Context: an optimization exercise on an open-source flow, tuned for small area. The choices shown serve that exercise and are no tape-out recipe. Only simulation tests tie the RTL to the original design; equivalence was not proved. Power figures rest on the tool's default switching activity, not on a simulated workload.

## v6
Design fury, start of the top module:
module fury(clk, rst, power, btn, game_tick, move, pace, scan, bg_data,
            segment, an, vsync, hsync, vga_R, vga_G, vga_B, Led, bg_addr);
    input wire clk, rst, power, game_tick, move, pace;
    input wire [3: 0] btn;
    input wire [1: 0] scan;
    input wire [7: 0] bg_data;
    output wire [7: 0] segment;
    output wire [3: 0] an;
    output wire vsync, hsync;
    output wire [2: 0] vga_R, vga_G;
    output wire [1: 0] vga_B;
    output wire [7: 0] Led;
    output wire [15: 0] bg_addr;
    wire pressing, alive, kill_pulse;
    wire oc0, oc1;
    wire [3: 0] oc2;
    wire [1: 0] dir0, dir1, state_hero;
    wire [15: 0] score;
    wire [9: 0] x_cnt, y_cnt, offset, mon_addr;
    wire [7: 0] RGB, m_up, m_down, m_hor, hero_pix;
    wire [2: 0] hero_img;
    wire [4: 0] hero_y, hero_x;
    wire t_up, t_down, t_hor, t_hero;
    wire monster_up_on, monster_down_on, monster_left_on, monster_right_on;
    assign pressing = ^btn;
    assign Led = {7'b0000000, alive};
    Score_counter score_counter(
        .clk(clk),
        .rst(rst),
        .alive(alive),
        .pulse(kill_pulse),
        .score(score)
    );
    Seven_seg seven_seg(
        .scanning(scan),
        .score(score),
        .segment(segment),
        .an(an)
    );
    State_machine state_machine(
        .clk(clk),
        .rst(rst),
        .game_tick(game_tick),
        .clk_move(move),
  ...
Size: ~3300 cells after synthesis, ~170 flip-flops, about 20000 um^2 of cells after synthesis.
Settings: LEC_CHECK=0, CAP_MARGIN=20, CORE_MARGIN=2, CORE_UTILIZATION=20, CTS_BUF_LIST=sky130_fd_sc_hd__clkbuf_4 sky130_fd_sc_hd__clkbuf_8, PLACE_DENSITY=0.3, SLEW_MARGIN=20; clock period 20.0 ns.
standard.sh (not shown) runs the stock make flow with config.mk's settings and CLKGATE_MAP_FILE= SYNTH_SCRIPT=/design/flow/synth_recipe.tcl, a recipe that flattens the netlist after the stock synthesis.
==> flow/flow/run.sh <==
#!/bin/bash
# The standard layout (standard.sh), except that synthesis maps the logic with
# an area-oriented ABC script (flow/area.abc) in place of ORFS's speed script.
# Everything else, including the registers, is the standard synthesis.
set -euo pipefail
W=$(pwd)
export FLOW_SYNTH_TCL=$W/synth_recipe.tcl
export AREA_ABC_SCRIPT=$W/flow/area.abc
bash standard.sh SYNTH_SCRIPT=$W/flow/area_synth.tcl finish > standard.log 2>&1
==> flow/flow/area.abc <==
strash
&get -n
&deepsyn -T 600
&put
dch -f
map -a
topo
stime -c
==> flow/flow/area_synth.tcl <==
# The standard flow's synthesis script (synth_recipe.tcl), with yosys's abc pass given
# the ABC script flow/area.abc instead of ORFS's mapping script.
proc abc {args} {
  set i [lsearch $args -script]
  if {$i >= 0} {
    set args [lreplace $args $i [expr {$i + 1}] -script $::env(AREA_ABC_SCRIPT)]
  }
  yosys abc {*}$args
}
source $::env(FLOW_SYNTH_TCL)
Changes in v7 relative to v6:
# v6
export LEC_CHECK = 0
export CAP_MARGIN = 20
export CORE_MARGIN = 2
export CORE_UTILIZATION = 20
export CTS_BUF_LIST = sky130_fd_sc_hd__clkbuf_4 sky130_fd_sc_hd__clkbuf_8
export PLACE_DENSITY = 0.3
export SLEW_MARGIN = 20
create_clock -name core_clock -period 20.0 [get_ports {clk}]
# v7
export LEC_CHECK = 0
export CAP_MARGIN = 20
export CORE_MARGIN = 2
export CORE_UTILIZATION = 20
export PLACE_DENSITY = 0.3
export SLEW_MARGIN = 20
create_clock -name core_clock -period 20.0 [get_ports {clk}]
[summary]
Summary of v7 over v6: global-route wire length before repair was more or less identical, power dissipated by switching net loads moved up, part of the total power dissipated in combinational logic went down, final clock period utilization by the worst path stayed essentially flat. Of v6 and v7, the lower wire length on met1 belongs to v7.

========
trial 53:
Another version of the RTL of fury (not shown whole).
Size in the first run: roughly 2600 cells after synthesis, roughly 66 I/O pins, ~17000 um2 of cells after synthesis.
Settings: LEC_CHECK=0, CAP_MARGIN=20, CORE_MARGIN=2, CORE_UTILIZATION=20, CTS_BUF_LIST=sky130_fd_sc_hd__clkbuf_8, CTS_CLUSTER_SIZE=10, PLACE_DENSITY=0.3, SLEW_MARGIN=20; clock period 20.0 ns.
==> flow/flow/run.sh <==
#!/bin/bash
# The standard layout (standard.sh), except that:
# - synthesis maps the logic with an area-oriented ABC script (flow/area.abc:
#   &deepsyn, then area-oriented &nf mapping)
#   in place of ORFS's speed script; everything else, including the
#   registers, is the standard synthesis;
# - synthesis does not extract full and half adders (ADDER_MAP_FILE empty),
#   so ABC maps the adders with the rest of the logic;
# - the buffers that placement puts on every input and output port are
#   sky130_fd_sc_hd__buf_1 (BUFFER_PORTS_ARGS of ORFS's buffer_ports call).
set -euo pipefail
W=$(pwd)
export FLOW_SYNTH_TCL=$W/synth_recipe.tcl
export AREA_ABC_SCRIPT=$W/flow/area.abc
export BUFFER_PORTS_ARGS="-buffer_cell sky130_fd_sc_hd__buf_1"
bash standard.sh SYNTH_SCRIPT=$W/flow/area_synth.tcl ADDER_MAP_FILE= "BUFFER_PORTS_ARGS=$BUFFER_PORTS_ARGS" finish > standard.log 2>&1
==> flow/flow/area.abc <==
strash
&get -n
&deepsyn -T 900
&dch -f
&nf -R 1000 -p -E 100 -F 8 -A 8
&put
topo
stime -c
Scripts as last shown in full above: flow/flow/area_synth.tcl
Trial 53: all stages complete, timing, DRC and antenna checks passed
Relative to trial 53, the following input files were edited for trial 39:
Settings: CTS_BUF_LIST no longer set, was sky130_fd_sc_hd__clkbuf_8; CTS_CLUSTER_SIZE no longer set, was 10.
--- a/flow/flow/area.abc
+++ b/flow/flow/area.abc
@@ -3 +3 @@
-&deepsyn -T 900
+&deepsyn -T 600
[summary]
As of trial 39, number of cells produced by synthesis had risen slightly compared to trial 53.
Taking trial 53 as the reference, in trial 39 post-synthesis compound-gate area fraction shows an increase of 0.34 points, endpoint arrival time on the critical path saw a decrease, area of the mapped netlist shows an increase of 2.1%, adder-cell share of the synthesized area neither gained nor lost much, via count saw an increase.
Compared with trial 53, trial 39 shows clock latency on the worst-skew pair lower by 70 ps.
Taking trial 39 over trial 53, the mean routed wirelength per cell ratio works out to 1.05.
Looking only at maximum frequency, and setting everything else aside, the higher value of trial 39 and trial 53 goes to trial 53.
Changes observed in trial 39 relative to trial 53: die area rose 2.1%; overall routed net length rose 8.7 mm.

## static timing again, ports no longer ideal
The flow's constraints put no driver on any port. The routed layouts listed below were extracted and timed again, unchanged, in two steps. Step 1 sets driving cells, clkbuf_16 on the clock port and buf_2 on the other inputs (assumed; they add their load-dependent delay and slew). Step 2 times the ports against the registers' clock, not the clock port: input delays grow and output delays shrink by t, the midpoint of the rising clock arrivals with the driver on. Slacks: ideal ports / drivers / drivers and shift; pairs: ideal ports / drivers.
run | shift t [ns] | slack for setup (ns) | latest minus earliest clock arrival (ns) | worst data-port slew with drivers (ns)
v6 | 0.617 | 9.284 / 9.262 / 9.020 | 0.031 / 0.031 | 0.03
v7 | 0.542 | 9.287 / 9.265 / 9.062 | 0.027 / 0.027 | 0.03
trial 53 | 0.601 | 9.573 / 9.604 / 9.003 | 0.021 / 0.020 | 0.04
trial 39 | 0.535 | 9.496 / 9.530 / 8.995 | 0.015 / 0.016 | 0.05
After both steps every run listed still meets setup and hold. For trial 53, which loses most, drivers alone change the setup slack by +0.031 ns; drivers and shift together by -0.570 ns.
